This is an optimization exercise on Yosys and OpenROAD, whose aim is small area, not a production implementation.
At most, simulation tests tie the RTL to the original design; equivalence was not proved.
The RTL of run 2 was laid out without a check of its function.
No driver is modelled on the clock port, so clocking that relies on it looks cheaper here than on a real chip.
Power is estimated from default activity; no workload was simulated.

[design/flow/standard.sh]
#!/bin/bash
# synth_recipe.tcl (not shown) runs the flow's synth.tcl, then flattens the netlist and writes it again
# the make line also repeats each setting of config.mk as NAME=value (left out here)
make -C /OpenROAD-flow-scripts/flow DESIGN_CONFIG=/design/flow/config.mk WORK_HOME=/design/flow/orfs CLKGATE_MAP_FILE= SYNTH_SCRIPT=/design/flow/synth_recipe.tcl "${@:-finish}"
[design/flow/design.v]
`timescale 1ns / 1ps
module DFM(Sys_CLK, Sys_RST, D8, Uart_Tx);
input Sys_CLK, Sys_RST, D8;
output Uart_Tx;
function [19:0] inc20;
  input [19:0] t;
  input ci, clr;
  integer i;
  reg c;
  begin
    c = ci;
    for (i = 0; i < 20; i = i + 1) begin
      inc20[i] = ~clr & (t[i] ^ c);
      c = c & t[i];
    end
  end
endfunction
integer j;
reg [1:0] q;
reg [7:0] vs;
reg [5:0] ss;
wire [7:0] v = vs ^ 8'd43;
wire [5:0] sl = ss ^ 6'd47;
reg armed;          
wire tick = ~q[1] & q[0];
wire z = (sl == 6'd47);      
wire sl_end = sl_last & (v == 8'd44);
reg [7:0] v_n;
reg [5:0] sl_n;
reg rc;
always @(*) begin
  rc = tick;
  for (j = 0; j < 8; j = j + 1) begin
    v_n[j] = v[j] ^ rc;
    rc = rc & v[j];
  end
  v_n[0] = v_n[0] | rc;       
  rc = tick & (v == 8'd12);
  for (j = 0; j < 6; j = j + 1) begin
    sl_n[j] = sl[j] ^ rc;
    rc = rc & sl[j];
  end
end
always @(posedge Sys_CLK or negedge Sys_RST)
  if (!Sys_RST) begin
    q <= 2'd0; vs <= 8'd0; ss <= 6'd0; armed <= 1'b0;
  end else begin
    q <= {q[1] ^ q[0], ~q[0]};
    if (tick & sl_end) begin
      vs <= 8'd13 ^ 8'd43;
      ss <= 6'd14 ^ 6'd47;
    end else begin
      vs <= v_n ^ 8'd43;
      ss <= sl_n ^ 6'd47;
    end
    if (tick & sl_end & ~z) armed <= 1'b1;
  end
reg d_buf, d_buf1;
wire d_rise = d_buf & ~d_buf1;
reg [7:0] pc;       
reg pg;             
reg rg;             
reg rg_d;           
reg gb_x;           
reg [19:0] t_x, t_h, t_l;    
reg [19:0] num_x, c_h, c_l;  
wire pc_end = pc[7] & ~pc[6] & ~pc[5] & (pc[3:0] == 4'd0);
wire [7:0] pc_n = {pc[6:5], pc[4] & ~pc_end, pc[3:0], ~(pc[7] ^ pc[6] ^ pc[5])};
always @(posedge Sys_CLK) begin
  d_buf <= D8; d_buf1 <= d_buf;
  rg_d <= rg;
end
always @(posedge Sys_CLK or negedge Sys_RST)
  if (!Sys_RST) begin
    pc <= 8'h00; pg <= 1'b0;
    rg <= 1'b0; gb_x <= 1'b0;
  end else begin
    pc <= pc_n;
    if (pc_end) pg <= ~pg;
    if (d_rise) begin
      rg <= pg;
      gb_x <= rg;
    end
  end
always @(posedge Sys_CLK) begin
  t_x <= inc20(t_x, d_rise & rg, ~rg & (d_rise | ~gb_x));
  if ((d_rise & gb_x & ~rg) | z) num_x <= t_x;
  t_h <= inc20(t_h, rg & d_buf1, ~rg);
  t_l <= inc20(t_l, rg & ~d_buf1, ~rg);
  if ((rg_d & ~rg) | z) begin
    c_h <= t_h;
    c_l <= t_l;
  end
end
reg c8, c16, cc;
integer k;
always @(*) begin
  cc = 1'b0;
  c8 = 1'b0;
  for (k = 0; k < 16; k = k + 1) begin
    cc = (c_h[k] & c_l[k]) | (cc & (c_h[k] | c_l[k]));
    if (k == 7) c8 = cc;
  end
  c16 = cc;
end
wire sl_last = (sl == 6'd46) | (sl == 6'd47);
reg gx, gs, gh, gl, hdr, txon;
reg [1:0] bj;
always @(*)
  case (sl)
    6'd14: begin {gx, gs, gh, gl, hdr} = 5'b10000; bj = 2'd0; txon = 1'b1; end
    6'd15: begin {gx, gs, gh, gl, hdr} = 5'b10000; bj = 2'd1; txon = 1'b1; end
    6'd16: begin {gx, gs, gh, gl, hdr} = 5'b10000; bj = 2'd2; txon = 1'b1; end
    6'd17: begin {gx, gs, gh, gl, hdr} = 5'b00000; bj = 2'd2; txon = 1'b1; end
    6'd18: begin {gx, gs, gh, gl, hdr} = 5'b00001; bj = 2'd2; txon = 1'b1; end
    6'd19: begin {gx, gs, gh, gl, hdr} = 5'b01000; bj = 2'd0; txon = 1'b1; end
    6'd20: begin {gx, gs, gh, gl, hdr} = 5'b01000; bj = 2'd1; txon = 1'b1; end
    6'd21: begin {gx, gs, gh, gl, hdr} = 5'b01000; bj = 2'd2; txon = 1'b1; end
    6'd22: begin {gx, gs, gh, gl, hdr} = 5'b00000; bj = 2'd2; txon = 1'b1; end
    6'd23: begin {gx, gs, gh, gl, hdr} = 5'b00001; bj = 2'd2; txon = 1'b1; end
    6'd24: begin {gx, gs, gh, gl, hdr} = 5'b00100; bj = 2'd0; txon = 1'b1; end
    6'd25: begin {gx, gs, gh, gl, hdr} = 5'b00100; bj = 2'd1; txon = 1'b1; end
    6'd26: begin {gx, gs, gh, gl, hdr} = 5'b00100; bj = 2'd2; txon = 1'b1; end
    6'd27: begin {gx, gs, gh, gl, hdr} = 5'b00000; bj = 2'd2; txon = 1'b1; end
    6'd28: begin {gx, gs, gh, gl, hdr} = 5'b00010; bj = 2'd0; txon = 1'b1; end
    6'd29: begin {gx, gs, gh, gl, hdr} = 5'b00010; bj = 2'd1; txon = 1'b1; end
    6'd30: begin {gx, gs, gh, gl, hdr} = 5'b00010; bj = 2'd2; txon = 1'b1; end
    6'd31: begin {gx, gs, gh, gl, hdr} = 5'b00000; bj = 2'd2; txon = 1'b1; end
    6'd32: begin {gx, gs, gh, gl, hdr} = 5'b00001; bj = 2'd2; txon = 1'b1; end
    6'd33: begin {gx, gs, gh, gl, hdr} = 5'b00001; bj = 2'd2; txon = 1'b0; end
    6'd34: begin {gx, gs, gh, gl, hdr} = 5'b00001; bj = 2'd2; txon = 1'b0; end
    6'd35: begin {gx, gs, gh, gl, hdr} = 5'b00001; bj = 2'd2; txon = 1'b0; end
    6'd36: begin {gx, gs, gh, gl, hdr} = 5'b00001; bj = 2'd2; txon = 1'b0; end
    6'd37: begin {gx, gs, gh, gl, hdr} = 5'b00001; bj = 2'd2; txon = 1'b0; end
    6'd38: begin {gx, gs, gh, gl, hdr} = 5'b00001; bj = 2'd2; txon = 1'b0; end
    6'd39: begin {gx, gs, gh, gl, hdr} = 5'b00001; bj = 2'd2; txon = 1'b0; end
    6'd40: begin {gx, gs, gh, gl, hdr} = 5'b00001; bj = 2'd2; txon = 1'b0; end
    6'd41: begin {gx, gs, gh, gl, hdr} = 5'b00001; bj = 2'd2; txon = 1'b0; end
    6'd42: begin {gx, gs, gh, gl, hdr} = 5'b00001; bj = 2'd2; txon = 1'b0; end
    6'd43: begin {gx, gs, gh, gl, hdr} = 5'b00001; bj = 2'd2; txon = 1'b0; end
    6'd44: begin {gx, gs, gh, gl, hdr} = 5'b00001; bj = 2'd2; txon = 1'b0; end
    6'd45: begin {gx, gs, gh, gl, hdr} = 5'b00001; bj = 2'd2; txon = 1'b0; end
    6'd46: begin {gx, gs, gh, gl, hdr} = 5'b00001; bj = 2'd2; txon = 1'b0; end
    6'd47: begin {gx, gs, gh, gl, hdr} = 5'b00001; bj = 2'd2; txon = 1'b0; end
    6'd48: begin {gx, gs, gh, gl, hdr} = 5'b00001; bj = 2'd2; txon = 1'b0; end
    6'd49: begin {gx, gs, gh, gl, hdr} = 5'b00001; bj = 2'd2; txon = 1'b0; end
    6'd50: begin {gx, gs, gh, gl, hdr} = 5'b00001; bj = 2'd2; txon = 1'b0; end
    6'd51: begin {gx, gs, gh, gl, hdr} = 5'b00001; bj = 2'd2; txon = 1'b0; end
    6'd52: begin {gx, gs, gh, gl, hdr} = 5'b00001; bj = 2'd2; txon = 1'b0; end
    6'd53: begin {gx, gs, gh, gl, hdr} = 5'b00001; bj = 2'd2; txon = 1'b0; end
    6'd54: begin {gx, gs, gh, gl, hdr} = 5'b00001; bj = 2'd2; txon = 1'b0; end
    6'd55: begin {gx, gs, gh, gl, hdr} = 5'b00001; bj = 2'd2; txon = 1'b0; end
    6'd56: begin {gx, gs, gh, gl, hdr} = 5'b00001; bj = 2'd2; txon = 1'b0; end
    6'd57: begin {gx, gs, gh, gl, hdr} = 5'b00001; bj = 2'd2; txon = 1'b0; end
    6'd58: begin {gx, gs, gh, gl, hdr} = 5'b00001; bj = 2'd2; txon = 1'b0; end
    6'd59: begin {gx, gs, gh, gl, hdr} = 5'b00001; bj = 2'd2; txon = 1'b0; end
    6'd60: begin {gx, gs, gh, gl, hdr} = 5'b00001; bj = 2'd2; txon = 1'b0; end
    6'd61: begin {gx, gs, gh, gl, hdr} = 5'b00001; bj = 2'd2; txon = 1'b0; end
    6'd62: begin {gx, gs, gh, gl, hdr} = 5'b00001; bj = 2'd2; txon = 1'b0; end
    6'd63: begin {gx, gs, gh, gl, hdr} = 5'b00001; bj = 2'd2; txon = 1'b0; end
    6'd0: begin {gx, gs, gh, gl, hdr} = 5'b00001; bj = 2'd2; txon = 1'b0; end
    6'd1: begin {gx, gs, gh, gl, hdr} = 5'b00001; bj = 2'd2; txon = 1'b0; end
    6'd2: begin {gx, gs, gh, gl, hdr} = 5'b00001; bj = 2'd2; txon = 1'b0; end
    6'd3: begin {gx, gs, gh, gl, hdr} = 5'b00001; bj = 2'd2; txon = 1'b0; end
    6'd4: begin {gx, gs, gh, gl, hdr} = 5'b00001; bj = 2'd2; txon = 1'b0; end
    6'd5: begin {gx, gs, gh, gl, hdr} = 5'b00001; bj = 2'd2; txon = 1'b0; end
    6'd6: begin {gx, gs, gh, gl, hdr} = 5'b00001; bj = 2'd2; txon = 1'b0; end
    6'd7: begin {gx, gs, gh, gl, hdr} = 5'b00001; bj = 2'd2; txon = 1'b0; end
    6'd8: begin {gx, gs, gh, gl, hdr} = 5'b00001; bj = 2'd2; txon = 1'b0; end
    6'd9: begin {gx, gs, gh, gl, hdr} = 5'b00001; bj = 2'd2; txon = 1'b0; end
    6'd10: begin {gx, gs, gh, gl, hdr} = 5'b00001; bj = 2'd2; txon = 1'b0; end
    6'd11: begin {gx, gs, gh, gl, hdr} = 5'b00001; bj = 2'd2; txon = 1'b0; end
    6'd12: begin {gx, gs, gh, gl, hdr} = 5'b00001; bj = 2'd2; txon = 1'b0; end
    6'd13: begin {gx, gs, gh, gl, hdr} = 5'b00001; bj = 2'd2; txon = 1'b0; end
  endcase
wire [2:0] lane = {bj == 2'd2, bj == 2'd1, bj == 2'd0};
wire [2:0] sx = {3{gx}} & lane;
wire [2:0] shh = {3{gh | gs}} & lane;
wire [2:0] sll = {3{gl | gs}} & lane;
wire [19:0] xz = num_x, hz = c_h, lz = c_l;
reg [7:0] p, qq;
integer n;
always @(*)
  for (n = 0; n < 8; n = n + 1) begin
    p[n] = (sx[0] & xz[n]) | (sx[1] & xz[8+n]) | (shh[0] & hz[n]) | (shh[1] & hz[8+n]);
    qq[n] = (sll[0] & lz[n]) | (sll[1] & lz[8+n]);
    if (n < 4) begin
      p[n] = p[n] | (sx[2] & xz[16+n]) | (shh[2] & hz[16+n]);
      qq[n] = qq[n] | (sll[2] & lz[16+n]);
    end
  end
wire ci = gs & (bj[1] ? c16 : bj[0] ? c8 : 1'b0);
reg [7:0] sm;
reg sc;
integer m;
always @(*) begin
  sc = ci;
  for (m = 0; m < 8; m = m + 1) begin
    sm[m] = p[m] ^ qq[m] ^ sc;
    sc = (p[m] & qq[m]) | (sc & (p[m] | qq[m]));
  end
end
wire [7:0] nb = {sm[7:5], sm[4] & ~(gs & bj[1]), sm[3] | hdr, sm[2], sm[1] | hdr, sm[0]};
reg [7:0] snap;     
always @(posedge Sys_CLK)
  if (tick & ((v == 8'd11) | (sl_last & (v == 8'd43)))) snap <= nb;
reg txb;
always @(*)
  case (v[7:4])
    4'd1: txb = 1'b0;
    4'd2: txb = snap[0];
    4'd3: txb = snap[1];
    4'd4: txb = snap[2];
    4'd5: txb = snap[3];
    4'd6: txb = snap[4];
    4'd7: txb = snap[5];
    4'd8: txb = snap[6];
    4'd9: txb = snap[7];
    4'd10: txb = ^snap;
    default: txb = 1'b1;
  endcase
assign Uart_Tx = (armed & txon) ? txb : 1'b1;
endmodule
[design/flow/flow/resynth.tcl]
# Re-map the combinational logic of the standard synthesis for area.
# The flip-flops are kept as they are (black boxes, same instances, names
# and cell types); everything between them is flattened to gates and mapped
# again by ABC with an area-oriented script (flow/area.abc).
set lib $::env(FLOW_HOME)/platforms/sky130hd/lib/sky130_fd_sc_hd__tt_025C_1v80.lib
set res orfs/results/sky130hd/DFM/base
yosys read_liberty -ignore_miss_func $lib
yosys blackbox sky130_fd_sc_hd__df* sky130_fd_sc_hd__edf* sky130_fd_sc_hd__sdf* sky130_fd_sc_hd__sedf* sky130_fd_sc_hd__dl*
yosys read_verilog synth_standard.v
yosys hierarchy -top $::env(FLOW_TOP)
yosys flatten
yosys opt -purge
set dont_use {}
foreach c {sky130_fd_sc_hd__lpflow_bleeder_1 sky130_fd_sc_hd__lpflow_clkbufkapwr_1 sky130_fd_sc_hd__lpflow_clkbufkapwr_16 sky130_fd_sc_hd__lpflow_clkbufkapwr_2 sky130_fd_sc_hd__lpflow_clkbufkapwr_4 sky130_fd_sc_hd__lpflow_clkbufkapwr_8 sky130_fd_sc_hd__lpflow_clkinvkapwr_1 sky130_fd_sc_hd__lpflow_clkinvkapwr_16 sky130_fd_sc_hd__lpflow_clkinvkapwr_2 sky130_fd_sc_hd__lpflow_clkinvkapwr_4 sky130_fd_sc_hd__lpflow_clkinvkapwr_8 sky130_fd_sc_hd__lpflow_decapkapwr_12 sky130_fd_sc_hd__lpflow_decapkapwr_3 sky130_fd_sc_hd__lpflow_decapkapwr_4 sky130_fd_sc_hd__lpflow_decapkapwr_6 sky130_fd_sc_hd__lpflow_decapkapwr_8 sky130_fd_sc_hd__lpflow_inputiso0n_1 sky130_fd_sc_hd__lpflow_inputiso0p_1 sky130_fd_sc_hd__lpflow_inputiso1n_1 sky130_fd_sc_hd__lpflow_inputiso1p_1 sky130_fd_sc_hd__lpflow_inputisolatch_1 sky130_fd_sc_hd__lpflow_isobufsrc_1 sky130_fd_sc_hd__lpflow_isobufsrc_16 sky130_fd_sc_hd__lpflow_isobufsrc_2 sky130_fd_sc_hd__lpflow_isobufsrc_4 sky130_fd_sc_hd__lpflow_isobufsrc_8 sky130_fd_sc_hd__lpflow_isobufsrckapwr_16 sky130_fd_sc_hd__lpflow_lsbuf_lh_hl_isowell_tap_1 sky130_fd_sc_hd__lpflow_lsbuf_lh_hl_isowell_tap_2 sky130_fd_sc_hd__lpflow_lsbuf_lh_hl_isowell_tap_4 sky130_fd_sc_hd__lpflow_lsbuf_lh_isowell_4 sky130_fd_sc_hd__lpflow_lsbuf_lh_isowell_tap_1 sky130_fd_sc_hd__lpflow_lsbuf_lh_isowell_tap_2 sky130_fd_sc_hd__lpflow_lsbuf_lh_isowell_tap_4 sky130_fd_sc_hd__probe_p_8 sky130_fd_sc_hd__probec_p_8 } { lappend dont_use -dont_use $c }
yosys abc -script flow/area.abc -liberty $lib {*}$dont_use
yosys setundef -zero
yosys splitnets
yosys opt_clean -purge
yosys hilomap -singleton -hicell sky130_fd_sc_hd__conb_1 HI -locell sky130_fd_sc_hd__conb_1 LO
yosys select $::env(FLOW_TOP)
yosys write_verilog -noattr -noexpr -nohex -nodec -selected $res/1_2_yosys.v
yosys select -clear
yosys tee -o resynth_stat.txt stat -liberty $lib
[design/flow/flow/area.abc]
&get -n
&st
&dch -f
&nf -p -R 1000
&st
&dch -f
&nf -p -R 1000
&put
[design/flow/flow/clkfix.tcl]
# Clock leaf buffers: each gets the smallest of clkbuf_2, clkbuf_4 and
# clkbuf_8 whose estimated clock-pin slew stays under the limit below. Then
# logic cells that synthesis sized up are swapped back to the smallest size.
set limit_ps 115
set res orfs/results/sky130hd/DFM/base
set plat $::env(FLOW_HOME)/platforms/sky130hd
read_db $res/4_cts.odb
read_liberty $plat/lib/sky130_fd_sc_hd__tt_025C_1v80.lib
read_sdc $res/4_cts.sdc
source $plat/setRC.tcl
set_propagated_clock [all_clocks]
estimate_parasitics -placement
set block [ord::get_db_block]
# For each leaf buffer, use the smallest of clkbuf_2, clkbuf_4 and clkbuf_8
# whose estimated clock-pin slew stays under the limit.
set sizes {}
foreach m {sky130_fd_sc_hd__clkbuf_2 sky130_fd_sc_hd__clkbuf_4 sky130_fd_sc_hd__clkbuf_8} {
  lappend sizes [[ord::get_db] findMaster $m]
}
proc leaf_slew {net} {
  set worst 0
  foreach pin [get_pins -of_objects [get_nets [$net getName]] -filter "direction == input"] {
    foreach p {slew_max_rise slew_max_fall} {
      set worst [expr {max($worst, [get_property $pin $p])}]
    }
  }
  return $worst
}
set changed 0
foreach inst [$block getInsts] {
  if {[[$inst getMaster] getName] ne "sky130_fd_sc_hd__clkbuf_4"} { continue }
  set net [[$inst findITerm X] getNet]
  if {$net eq "NULL"} { continue }
  if {![string match "clknet_*" [$net getName]] || [string match "clknet_0_*" [$net getName]]} { continue }
  foreach m $sizes {
    $inst swapMaster $m
    estimate_parasitics -placement
    set worst [leaf_slew $net]
    if {$worst * 1000.0 <= $limit_ps} { break }
  }
  puts "[$inst getName] [$net getName] [[$inst getMaster] getName] worst slew $worst"
  incr changed
}
puts "upsized $changed"
# Synthesis sizes some logic cells up for speed; the clock period leaves
# plenty of slack, so swap them back to the smallest size of the same cell
# and let repair_design fix any slew or capacitance limit this breaks.
set db [ord::get_db]
set down 0
foreach inst [$block getInsts] {
  set name [[$inst getMaster] getName]
  if {[$inst isFixed]} { continue }
  if {![regexp {^(sky130_fd_sc_hd__[a-z0-9]+)_([0-9]+)$} $name -> base size]} { continue }
  if {$size <= 1} { continue }
  if {[regexp {clkbuf|clkinv|^sky130_fd_sc_hd__df|^sky130_fd_sc_hd__edf|^sky130_fd_sc_hd__buf_|tap|fill|decap} $name]} { continue }
  set best ""
  foreach s {0 1} {
    set m [$db findMaster ${base}_$s]
    if {$m ne "NULL"} { set best $m; break }
  }
  if {$best ne "" && [$best getWidth] < [[$inst getMaster] getWidth]} {
    $inst swapMaster $best
    incr down
  }
}
puts "downsized $down"
estimate_parasitics -placement
set_dont_use [get_lib_cells {sky130_fd_sc_hd__probe* sky130_fd_sc_hd__lpflow_*}]
repair_design
puts "setup slack [worst_slack -max] hold slack [worst_slack -min]"
detailed_placement
check_placement
write_db $res/4_cts.odb
[design/flow/constraint.sdc]
create_clock -name core_clock -period 10.0 [get_ports {Sys_CLK}]
set_input_delay 2.0000 -clock core_clock [delete_from_list [all_inputs] [get_ports {Sys_CLK}]]
set_output_delay 2.0000 -clock core_clock [all_outputs]
set_load 0.01 [all_outputs]
[design/flow/config.mk]
export PLATFORM = sky130hd
export DESIGN_NAME = DFM
export DESIGN_NICKNAME = DFM
export VERILOG_FILES = /design/flow/design.v
export SDC_FILE = /design/flow/constraint.sdc
export NUM_CORES = 4
export LEC_CHECK = 0
export ABC_AREA = 1
export CAP_MARGIN = 20
export CORE_MARGIN = 2
export CORE_UTILIZATION = 40
export SLEW_MARGIN = 20
[design/flow/flow/run.sh]
#!/bin/bash
# Standard layout, except:
#  * the combinational logic of the standard synthesis is mapped again for
#    area (flow/resynth.tcl); the flip-flops are left exactly as synthesized;
#  * ports are buffered with buf_1 instead of the default buffer cell;
#  * the clock tree uses a clkbuf_8 root and clkbuf_4 leaf buffers, without
#    dummy loads; after it, each leaf buffer is resized to the smallest of
#    clkbuf_2/4/8 that keeps its clock-pin slew low, and logic cells that
#    were sized up are swapped back to the smallest size (flow/clkfix.tcl).
set -e
YOSYS=$FLOW_HOME/../tools/install/yosys/bin/yosys
[ -x "$YOSYS" ] || YOSYS=yosys
export BUFFER_PORTS_ARGS="-buffer_cell sky130_fd_sc_hd__buf_1"
export CTS_ARGS="-sink_clustering_enable -repair_clock_nets -dont_use_dummy_load -root_buf sky130_fd_sc_hd__clkbuf_8 -buf_list sky130_fd_sc_hd__clkbuf_4"
R=orfs/results/sky130hd/DFM/base
bash standard.sh synth > standard_synth.log 2>&1
cp $R/1_2_yosys.v synth_standard.v
$YOSYS -c flow/resynth.tcl > resynth.log 2>&1
rm -f $R/1_synth.odb $R/1_synth.sdc
bash standard.sh cts > standard_cts.log 2>&1
openroad -no_init -exit flow/clkfix.tcl > clkfix.log 2>&1
bash standard.sh > standard_finish.log 2>&1
==> flow_metrics.tcl, run 1 <==
set metrics [dict create \
    run_status "timing/DRC/antenna clean" \
    hold_class "reg -> reg" \
    clock-sinks 159 \
    gp_congestion 0.925 \
    grt-ovfl-total 0 \
    report.final.slew_viol_count 0 \
    finalWorstSetupSlack_ns 4.74 \
    mostFrequentLayoutCells "68 x edfxtp_1, 63 x a21oi_1, 63 x dfxtp_1" \
    r2r_cells 20 \
    layout_commonest_cell "edfxtp_1" \
    ir_worst_vdd_uv 91.2 \
    cp_top_family "simple AND/OR/NAND/NOR gates" \
    grt_pass1_wl_mm 20.2 \
    drive_gt1_frac 0.0349 \
    min_period_ns 5.26 \
    die_x_um 129 \
    fin_area_um2 6710 \
    grt_max_degree 49 \
    hold-path-endpoint "pc[3]$_DFF_PN0_" \
    io_buffers 3 \
    skew_ns 0.0798 \
    syn_avg_cell_area_um2 11.4 \
    dieArea_um2 16700 \
    critical-path-slowest-cell "dfrtp_1" \
    r2r_setup_slack_ns 4.74 \
    cts_tree "done" \
    crit_top_cell "a21oi_1" \
    syn_to_final_growth_pct 7.26 \
    crit_required_ns 10.10 \
    clkTransAtPathRegs_ns 0.10 \
    worst_setup_path_start_kind "register" \
    finalWirelength_mm 12.4 \
    r2r-end "snap[7]$_DFFE_PP_" \
    p_leak_nw 2.16 \
    path_class "reg -> reg" \
    cts_resized 0 \
    cpPeakStageDelay_ns 0.49 \
    cts_inserted_buffers 17 \
    dpl_cell_area_um2 6560 \
    cts.path.max_buffers 2 \
    syn_area_um2 6250 \
    r2r_start "ss[2]$_DFF_PN0_" \
    antenna_found_initial 0 \
    rsz0062_at_grt "no" \
    remaining_drc_errors 0 \
    std_cell_rows 45 \
    diodes 0 \
    ant_nets 0 \
    fin_cells 784 \
    h-tree-depth 4 \
    post-route-period-util 0.526 \
    hold_buffers 0 \
    cts_setup_buffers 0 \
    dp.cells 767 \
    routedWlPerCell_um 15.8 \
    cp-end-kind "register" \
    syn_nets 553 \
    worstMarginPinSlew_ns 0.878 \
    max_cap_violations 0 \
    setup_violations 0 \
    vias_per_cell 5.34 \
    vias 4188 \
    cts-root-buf "clkbuf_8" \
    critPathMaxFanout 10 \
    drtPass1Iterations 6 \
    grt_pass1_vias 4028 \
    fin_hold_ws_ns 0.396 \
    place_ws_ns 4.88 \
    clk_latency_ns 0.43 \
    worstHoldStart "pc[2]$_DFF_PN0_" \
    slew_headroom 0.415 \
    finalHoldViolCount 0 \
    drt_first_iter_violations 304 \
    cp_cell_sequence "nor3_1 -> o21ai_0 -> a21oi_1 -> nand2_1 -> nor2_1 -> nand2_1 -> a311oi_1 -> nor2_1 -> or3_1 -> a21oi_1 -> nand2b_1 -> a21oi_1 -> nand2b_1 -> a21oi_1 -> clkinv_1 -> maj3_1 -> clkinv_1 -> maj3_1 -> maj3_1 -> xnor2_1" \
    powerDensity_nw_per_um2 143 \
    pin_count 4 \
    final_nets 578 \
    clock.fmax_mhz 190 \
    synthCells 550 \
    grt_usage 0.159 \
    arrival_ns 5.36 \
    fin_tns_setup_ns 0 \
    fp.dieH_um 129 \
    coreArea_um2 15300 \
    yosys_warnings 1 \
    hold_path_depth 0 \
    place.detailed.hpwl_mm 8.86 \
    path_buf_inv 2 \
    initial_core_util 0.410 \
]
[area by class of cell]
class / instances / area (µm²)
clock buffers: 17 / 156
flip-flops and latches: 159 / 4000
inverters: 15 / 56.3
multi-input cells: 376 / 2190
fillers: 1426 / 8550
well taps: 211 / 264
repair buffers: 6 / 33.8
[power by group]
part	switching [mW]	internal [mW]	leakage [nW]
clock network	0.183	0.0985	0.0907
logic	0.00252	0.000628	0.744
registers	0.000651	0.672	1.32
total	0.187	0.772	2.16
[worst max-delay path by stage]
stage	start	slack (ns)	endpoint	cells past startpoint
after floorplan	c_h[1]$_DFFE_PP_	5.53	snap[7]$_DFFE_PP_	27
after global placement	ss[3]$_DFF_PN0_	5.10	snap[7]$_DFFE_PP_	20
after detailed placement	ss[3]$_DFF_PN0_	4.88	snap[7]$_DFFE_PP_	20
after CTS	ss[2]$_DFF_PN0_	4.80	snap[7]$_DFFE_PP_	20
after global routing	ss[3]$_DFF_PN0_	4.25	snap[7]$_DFFE_PP_	20
final	ss[2]$_DFF_PN0_	4.74	snap[7]$_DFFE_PP_	20
[per-layer routing]
metal  vias up  part of all wire  global-route usage  routed length, µm
met4         0             0.015              0.0627                185
met1      1996              0.48               0.206               5950
met2        81              0.47               0.253               5800
met3        12             0.037              0.0462                461
li1       2099                 -                   -                  -
met5         -                 0                   0                  0
[flip-flops by register name, indices dropped and copies added (netlist names)]
name / flops
c_h: 20
c_l: 20
num_x: 20
t_h: 20
t_l: 20
t_x: 20
pc: 8
snap: 8
vs: 8
ss: 6
q: 2
armed: 1
d_buf: 1
d_buf1: 1
gb_x: 1
pg: 1
rg: 1
rg_d: 1
[metrics by stage]
step	total power, mW	utilization
finish	0.958	0.440
global route	0.995	0.440
global placement	0.691	0.430
floorplan	0.688	-
detailed placement	0.691	0.430
CTS	0.954	0.439
[worst reg2reg max path, delay by kind of cell (launching register included)]
family / cells / cell delay [ns]
DFF: 1 / 0.49
xor gates and xnor gates: 1 / 0.07
and+or+nand+nor: 8 / 1.80
AOI/OAI and AO/OA: 6 / 1.62
buffers and inverters: 2 / 0.16
adders and majority gates: 3 / 0.79
==> run 2: changes to the inputs <==
--- a/design/flow/design.v
+++ b/design/flow/design.v
@@ -17,13 +17,11 @@
 endfunction
 integer j;
 reg [1:0] q;
-reg [7:0] vs;
-reg [5:0] ss;
-wire [7:0] v = vs ^ 8'd43;
-wire [5:0] sl = ss ^ 6'd47;
+reg [7:0] v;
+reg [5:0] sl;
 reg armed;          
 wire tick = ~q[1] & q[0];
-wire z = (sl == 6'd47);      
+wire z = (sl == 6'd55);      
 wire sl_end = sl_last & (v == 8'd44);
 reg [7:0] v_n;
 reg [5:0] sl_n;
@@ -43,15 +41,15 @@
 end
 always @(posedge Sys_CLK or negedge Sys_RST)
   if (!Sys_RST) begin
-    q <= 2'd0; vs <= 8'd0; ss <= 6'd0; armed <= 1'b0;
+    q <= 2'd0; v <= 8'd43; sl <= 6'd55; armed <= 1'b0;
   end else begin
     q <= {q[1] ^ q[0], ~q[0]};
     if (tick & sl_end) begin
-      vs <= 8'd13 ^ 8'd43;
-      ss <= 6'd14 ^ 6'd47;
+      v <= 8'd13;
+      sl <= 6'd22;
     end else begin
-      vs <= v_n ^ 8'd43;
-      ss <= sl_n ^ 6'd47;
+      v <= v_n;
+      sl <= sl_n;
     end
     if (tick & sl_end & ~z) armed <= 1'b1;
   end
@@ -103,38 +101,30 @@
   end
   c16 = cc;
 end
-wire sl_last = (sl == 6'd46) | (sl == 6'd47);
+wire sl_last = (sl == 6'd54) | (sl == 6'd55);
 reg gx, gs, gh, gl, hdr, txon;
 reg [1:0] bj;
 always @(*)
   case (sl)
-    6'd14: begin {gx, gs, gh, gl, hdr} = 5'b10000; bj = 2'd0; txon = 1'b1; end
-    6'd15: begin {gx, gs, gh, gl, hdr} = 5'b10000; bj = 2'd1; txon = 1'b1; end
-    6'd16: begin {gx, gs, gh, gl, hdr} = 5'b10000; bj = 2'd2; txon = 1'b1; end
-    6'd17: begin {gx, gs, gh, gl, hdr} = 5'b00000; bj = 2'd2; txon = 1'b1; end
-    6'd18: begin {gx, gs, gh, gl, hdr} = 5'b00001; bj = 2'd2; txon = 1'b1; end
-    6'd19: begin {gx, gs, gh, gl, hdr} = 5'b01000; bj = 2'd0; txon = 1'b1; end
-    6'd20: begin {gx, gs, gh, gl, hdr} = 5'b01000; bj = 2'd1; txon = 1'b1; end
-    6'd21: begin {gx, gs, gh, gl, hdr} = 5'b01000; bj = 2'd2; txon = 1'b1; end
-    6'd22: begin {gx, gs, gh, gl, hdr} = 5'b00000; bj = 2'd2; txon = 1'b1; end
-    6'd23: begin {gx, gs, gh, gl, hdr} = 5'b00001; bj = 2'd2; txon = 1'b1; end
-    6'd24: begin {gx, gs, gh, gl, hdr} = 5'b00100; bj = 2'd0; txon = 1'b1; end
-    6'd25: begin {gx, gs, gh, gl, hdr} = 5'b00100; bj = 2'd1; txon = 1'b1; end
-    6'd26: begin {gx, gs, gh, gl, hdr} = 5'b00100; bj = 2'd2; txon = 1'b1; end
-    6'd27: begin {gx, gs, gh, gl, hdr} = 5'b00000; bj = 2'd2; txon = 1'b1; end
-    6'd28: begin {gx, gs, gh, gl, hdr} = 5'b00010; bj = 2'd0; txon = 1'b1; end
-    6'd29: begin {gx, gs, gh, gl, hdr} = 5'b00010; bj = 2'd1; txon = 1'b1; end
-    6'd30: begin {gx, gs, gh, gl, hdr} = 5'b00010; bj = 2'd2; txon = 1'b1; end
-    6'd31: begin {gx, gs, gh, gl, hdr} = 5'b00000; bj = 2'd2; txon = 1'b1; end
-    6'd32: begin {gx, gs, gh, gl, hdr} = 5'b00001; bj = 2'd2; txon = 1'b1; end
-    6'd33: begin {gx, gs, gh, gl, hdr} = 5'b00001; bj = 2'd2; txon = 1'b0; end
-    6'd34: begin {gx, gs, gh, gl, hdr} = 5'b00001; bj = 2'd2; txon = 1'b0; end
-    6'd35: begin {gx, gs, gh, gl, hdr} = 5'b00001; bj = 2'd2; txon = 1'b0; end
-    6'd36: begin {gx, gs, gh, gl, hdr} = 5'b00001; bj = 2'd2; txon = 1'b0; end
-    6'd37: begin {gx, gs, gh, gl, hdr} = 5'b00001; bj = 2'd2; txon = 1'b0; end
-    6'd38: begin {gx, gs, gh, gl, hdr} = 5'b00001; bj = 2'd2; txon = 1'b0; end
-    6'd39: begin {gx, gs, gh, gl, hdr} = 5'b00001; bj = 2'd2; txon = 1'b0; end
-    6'd40: begin {gx, gs, gh, gl, hdr} = 5'b00001; bj = 2'd2; txon = 1'b0; end
+    6'd22: begin {gx, gs, gh, gl, hdr} = 5'b10000; bj = 2'd0; txon = 1'b1; end
+    6'd23: begin {gx, gs, gh, gl, hdr} = 5'b10000; bj = 2'd1; txon = 1'b1; end
+    6'd24: begin {gx, gs, gh, gl, hdr} = 5'b10000; bj = 2'd2; txon = 1'b1; end
+    6'd25: begin {gx, gs, gh, gl, hdr} = 5'b00000; bj = 2'd2; txon = 1'b1; end
+    6'd26: begin {gx, gs, gh, gl, hdr} = 5'b00001; bj = 2'd2; txon = 1'b1; end
+    6'd27: begin {gx, gs, gh, gl, hdr} = 5'b01000; bj = 2'd0; txon = 1'b1; end
+    6'd28: begin {gx, gs, gh, gl, hdr} = 5'b01000; bj = 2'd1; txon = 1'b1; end
+    6'd29: begin {gx, gs, gh, gl, hdr} = 5'b01000; bj = 2'd2; txon = 1'b1; end
+    6'd30: begin {gx, gs, gh, gl, hdr} = 5'b00000; bj = 2'd2; txon = 1'b1; end
+    6'd31: begin {gx, gs, gh, gl, hdr} = 5'b00001; bj = 2'd2; txon = 1'b1; end
+    6'd32: begin {gx, gs, gh, gl, hdr} = 5'b00100; bj = 2'd0; txon = 1'b1; end
+    6'd33: begin {gx, gs, gh, gl, hdr} = 5'b00100; bj = 2'd1; txon = 1'b1; end
+    6'd34: begin {gx, gs, gh, gl, hdr} = 5'b00100; bj = 2'd2; txon = 1'b1; end
+    6'd35: begin {gx, gs, gh, gl, hdr} = 5'b00000; bj = 2'd2; txon = 1'b1; end
+    6'd36: begin {gx, gs, gh, gl, hdr} = 5'b00010; bj = 2'd0; txon = 1'b1; end
+    6'd37: begin {gx, gs, gh, gl, hdr} = 5'b00010; bj = 2'd1; txon = 1'b1; end
+    6'd38: begin {gx, gs, gh, gl, hdr} = 5'b00010; bj = 2'd2; txon = 1'b1; end
+    6'd39: begin {gx, gs, gh, gl, hdr} = 5'b00000; bj = 2'd2; txon = 1'b1; end
+    6'd40: begin {gx, gs, gh, gl, hdr} = 5'b00001; bj = 2'd2; txon = 1'b1; end
     6'd41: begin {gx, gs, gh, gl, hdr} = 5'b00001; bj = 2'd2; txon = 1'b0; end
     6'd42: begin {gx, gs, gh, gl, hdr} = 5'b00001; bj = 2'd2; txon = 1'b0; end
     6'd43: begin {gx, gs, gh, gl, hdr} = 5'b00001; bj = 2'd2; txon = 1'b0; end
@@ -172,6 +162,14 @@
     6'd11: begin {gx, gs, gh, gl, hdr} = 5'b00001; bj = 2'd2; txon = 1'b0; end
     6'd12: begin {gx, gs, gh, gl, hdr} = 5'b00001; bj = 2'd2; txon = 1'b0; end
     6'd13: begin {gx, gs, gh, gl, hdr} = 5'b00001; bj = 2'd2; txon = 1'b0; end
+    6'd14: begin {gx, gs, gh, gl, hdr} = 5'b00001; bj = 2'd2; txon = 1'b0; end
+    6'd15: begin {gx, gs, gh, gl, hdr} = 5'b00001; bj = 2'd2; txon = 1'b0; end
+    6'd16: begin {gx, gs, gh, gl, hdr} = 5'b00001; bj = 2'd2; txon = 1'b0; end
+    6'd17: begin {gx, gs, gh, gl, hdr} = 5'b00001; bj = 2'd2; txon = 1'b0; end
+    6'd18: begin {gx, gs, gh, gl, hdr} = 5'b00001; bj = 2'd2; txon = 1'b0; end
+    6'd19: begin {gx, gs, gh, gl, hdr} = 5'b00001; bj = 2'd2; txon = 1'b0; end
+    6'd20: begin {gx, gs, gh, gl, hdr} = 5'b00001; bj = 2'd2; txon = 1'b0; end
+    6'd21: begin {gx, gs, gh, gl, hdr} = 5'b00001; bj = 2'd2; txon = 1'b0; end
   endcase
 wire [2:0] lane = {bj == 2'd2, bj == 2'd1, bj == 2'd0};
 wire [2:0] sx = {3{gx}} & lane;
--- a/design/flow/flow/run.sh
+++ b/design/flow/flow/run.sh
@@ -4,9 +4,9 @@
 #    area (flow/resynth.tcl); the flip-flops are left exactly as synthesized;
 #  * ports are buffered with buf_1 instead of the default buffer cell;
 #  * the clock tree uses a clkbuf_8 root and clkbuf_4 leaf buffers, without
-#    dummy loads; after it, each leaf buffer is resized to the smallest of
-#    clkbuf_2/4/8 that keeps its clock-pin slew low, and logic cells that
-#    were sized up are swapped back to the smallest size (flow/clkfix.tcl).
+#    dummy loads; after it, leaf buffers whose clock-pin slew would come out
+#    high are swapped for clkbuf_8, and logic cells that were sized up are
+#    swapped back to the smallest size (flow/clkfix.tcl).
 set -e
 YOSYS=$FLOW_HOME/../tools/install/yosys/bin/yosys
 [ -x "$YOSYS" ] || YOSYS=yosys
==> design/flow/flow/area.abc (replaced) <==
&get -n
&st
&dch -f
&nf -p -R 1000
&put
==> design/flow/flow/clkfix.tcl (replaced) <==
# Swap clock leaf buffers (clkbuf_4) for clkbuf_8 where the estimated slew at
# a flip-flop clock pin they drive is over the limit below.
set limit_ps 115
set res orfs/results/sky130hd/DFM/base
set plat $::env(FLOW_HOME)/platforms/sky130hd
read_db $res/4_cts.odb
read_liberty $plat/lib/sky130_fd_sc_hd__tt_025C_1v80.lib
read_sdc $res/4_cts.sdc
source $plat/setRC.tcl
set_propagated_clock [all_clocks]
estimate_parasitics -placement
set block [ord::get_db_block]
set big [[ord::get_db] findMaster sky130_fd_sc_hd__clkbuf_8]
set changed 0
foreach inst [$block getInsts] {
  if {[[$inst getMaster] getName] ne "sky130_fd_sc_hd__clkbuf_4"} { continue }
  set net [[$inst findITerm X] getNet]
  if {$net eq "NULL"} { continue }
  set worst 0
  foreach pin [get_pins -of_objects [get_nets [$net getName]] -filter "direction == input"] {
    foreach p {slew_max_rise slew_max_fall} {
      set s [get_property $pin $p]
      set worst [expr {max($worst, $s)}]
    }
  }
  puts "[$inst getName] [$net getName] worst slew $worst"
  if {$worst * 1000.0 > $limit_ps} {
    $inst swapMaster $big
    incr changed
  }
}
puts "upsized $changed"
# Synthesis sizes some logic cells up for speed; the clock period leaves
# plenty of slack, so swap them back to the smallest size of the same cell
# and let repair_design fix any slew or capacitance limit this breaks.
set db [ord::get_db]
set down 0
foreach inst [$block getInsts] {
  set name [[$inst getMaster] getName]
  if {[$inst isFixed]} { continue }
  if {![regexp {^(sky130_fd_sc_hd__[a-z0-9]+)_([0-9]+)$} $name -> base size]} { continue }
  if {$size <= 1} { continue }
  if {[regexp {clkbuf|clkinv|^sky130_fd_sc_hd__df|^sky130_fd_sc_hd__edf|^sky130_fd_sc_hd__buf_|tap|fill|decap} $name]} { continue }
  set best ""
  foreach s {0 1} {
    set m [$db findMaster ${base}_$s]
    if {$m ne "NULL"} { set best $m; break }
  }
  if {$best ne "" && [$best getWidth] < [[$inst getMaster] getWidth]} {
    $inst swapMaster $best
    incr down
  }
}
puts "downsized $down"
estimate_parasitics -placement
set_dont_use [get_lib_cells {sky130_fd_sc_hd__probe* sky130_fd_sc_hd__lpflow_*}]
repair_design
puts "setup slack [worst_slack -max] hold slack [worst_slack -min]"
detailed_placement
check_placement
write_db $res/4_cts.odb
--- a/design/flow/config.mk
+++ b/design/flow/config.mk
@@ -5,7 +5,6 @@
 export SDC_FILE = /design/flow/constraint.sdc
 export NUM_CORES = 4
 export LEC_CHECK = 0
-export ABC_AREA = 1
 export CAP_MARGIN = 20
 export CORE_MARGIN = 2
 export CORE_UTILIZATION = 40
==> flow_metrics.tcl, run 2 <==
set metrics [dict create \
    cp-end-kind "register" \
    pin_count 4 \
    critPathMaxFanout 8 \
    antenna_found_initial 0 \
    min_period_ns 4.43 \
    path_class "reg -> reg" \
    drt_first_iter_violations 291 \
    die_x_um 130 \
    grt_pass1_wl_mm 20.4 \
    worstMarginPinSlew_ns 0.927 \
    std_cell_rows 45 \
    cts_tree "done" \
    yosys_warnings 1 \
    hold_buffers 0 \
    ir_worst_vdd_uv 84.7 \
    finalWirelength_mm 12.4 \
    syn_avg_cell_area_um2 11.3 \
    power_mw 1.04 \
    clk_latency_ns 0.45 \
    run_status "timing/DRC/antenna clean" \
    vias_per_cell 5.38 \
    skew_ns 0.0389 \
    clkTransAtPathRegs_ns 0.09 \
    dp.cells 775 \
    report.final.slew_viol_count 0 \
    clock-sinks 159 \
    finalHoldViolCount 0 \
    crit_required_ns 10.18 \
    slew_headroom 0.378 \
    fin_hold_ws_ns 0.357 \
    coreArea_um2 15300 \
    drtPass1Iterations 5 \
    cts_resized 0 \
    syn_nets 559 \
    p_leak_nw 2.38 \
    gp_congestion 0.882 \
    grt_max_degree 51 \
    cp_cell_sequence "nand2b_1 -> or2_0 -> a211oi_1 -> a222oi_1 -> and2_0 -> nor2_1 -> and2_0 -> nor2_1 -> nor2_1 -> nand2_1 -> a21oi_1 -> and2_0 -> o21bai_1 -> nor2_1 -> clkinv_1 -> nand2_1 -> maj3_1 -> o21ai_0 -> xnor2_1" \
    place.detailed.hpwl_mm 8.68 \
    syn_area_um2 6310 \
    critical-path-slowest-cell "a211oi_1" \
    h-tree-depth 4 \
    mostFrequentLayoutCells "68 x edfxtp_1, 63 x nor2_1, 63 x dfxtp_1" \
    fp.dieH_um 130 \
    routedWlPerCell_um 15.6 \
    cts_inserted_buffers 17 \
    hold_class "reg -> reg" \
    setup_violations 0 \
    rsz0062_at_grt "no" \
    cpPeakStageDelay_ns 0.82 \
    cts.path.max_buffers 2 \
    final_nets 586 \
    vias 4257 \
    fillCellCount 1441 \
    syn_to_final_growth_pct 7.57 \
    arrival_ns 4.62 \
    ant_nets 0 \
    diodes 0 \
    fin_cells 792 \
    fin_tns_setup_ns 0 \
    powerDensity_nw_per_um2 154 \
    clock.fmax_mhz 226 \
    drive_gt1_frac 0.0534 \
    worst_setup_path_start_kind "register" \
    cts-root-buf "clkbuf_8" \
    grt_pass1_vias 4031 \
    grt-ovfl-total 0 \
    initial_core_util 0.412 \
    r2r_setup_slack_ns 5.57 \
    cts_setup_buffers 0 \
    remaining_drc_errors 0 \
    max_cap_violations 0 \
    layout_commonest_cell "edfxtp_1" \
    crit_top_cell "nor2_1" \
    io_buffers 3 \
    post-route-period-util 0.443 \
    synthCells 556 \
    grt_usage 0.159 \
    dieArea_um2 16800 \
]
[run 2: per-layer routing]
metal / routed length [µm] / up-vias / part of all wire / track usage
met5: 0 / - / 0 / 0
met3: 660 / 27 / 0.053 / 0.0442
met2: 5600 / 122 / 0.45 / 0.243
li1: - / 2100 / - / -
met4: 329 / 0 / 0.027 / 0.0740
met1: 5780 / 2008 / 0.47 / 0.210
[run 2: area by class of cell]
type                    count  area [µm²]  share of cell area
well taps                 211         264              0.0389
multi-input cells         389        2260               0.334
repair buffers              8        48.8             0.00719
clock buffers              17         165              0.0243
flip-flops and latches    159        4020               0.592
inverters                   8        30.0             0.00442
[run 2: where the power goes]
| group | total [mW] | internal, mW | switching (mW) |
|---|---|---|---|
| Combinational | 0.0362 | 0.0104 | 0.0258 |
| Sequential | 0.711 | 0.696 | 0.0150 |
| Clock | 0.296 | 0.105 | 0.191 |
| Total | 1.04 | 0.811 | 0.232 |
[run 2: final timing paths]
| path | cells after the start | to | startpoint |
|---|---|---|---|
| min in group asynchronous | 2 | q[1]$_DFF_PN0_ | Sys_RST |
| min reg2reg | 0 | pc[1]$_DFF_PN0_ | pc[0]$_DFF_PN0_ |
| min | 0 | pc[1]$_DFF_PN0_ | pc[0]$_DFF_PN0_ |
| max | 19 | snap[7]$_DFFE_PP_ | sl[5]$_DFF_PN1_ |
| max reg2reg | 19 | snap[7]$_DFFE_PP_ | sl[5]$_DFF_PN1_ |
| max in group asynchronous | 2 | sl[1]$_DFF_PN1_ | Sys_RST |
[run 2: stage by stage]
stage / util / setup slack (ns) / area (µm²)
2_1_floorplan: - / 5.86 / 6310
3_3_place_gp: 0.433 / 5.83 / 6630
3_5_place_dp: 0.433 / 5.69 / 6630
4_1_cts: 0.442 / 5.67 / 6770
5_1_grt: 0.443 / 5.00 / 6790
6_report: 0.443 / 5.57 / 6790
[run 2: worst max-delay path: cells and delay by family (launching register included)]
| family | cells | cell delay (ns) |
|---|---|---|
| compound gates | 5 | 1.43 |
| xor+xnor | 1 | 0.14 |
| fa+ha+maj | 1 | 0.20 |
| buf+inv | 1 | 0.10 |
| flops | 1 | 0.58 |
| simple gates | 11 | 1.71 |

## afterwards: timing with drivers on the ports
How much do the figures lean on ideal ports? The routed layouts below were timed once more, with nothing changed but the port constraints.
Step 1 assumes that a clkbuf_16 drives the clock port and a buf_2 every other input.
Step 2 times the ports against the registers' clock, not the clock port: input delays grow and output delays shrink by t, the midpoint of the rising clock arrivals with the driver on.
Slacks: ideal / step 1 / step 2; pairs: ideal / step 1.
| run | t, ns | setup slack, ns | worst data-port slew with drivers (ns) |
|---|---|---|---|
| run 1 | 0.428 | 4.743 / 4.743 / 4.743 | 0.03 |
| run 2 | 0.465 | 5.568 / 5.568 / 5.568 | 0.03 |
After both steps every run listed still meets setup and hold.
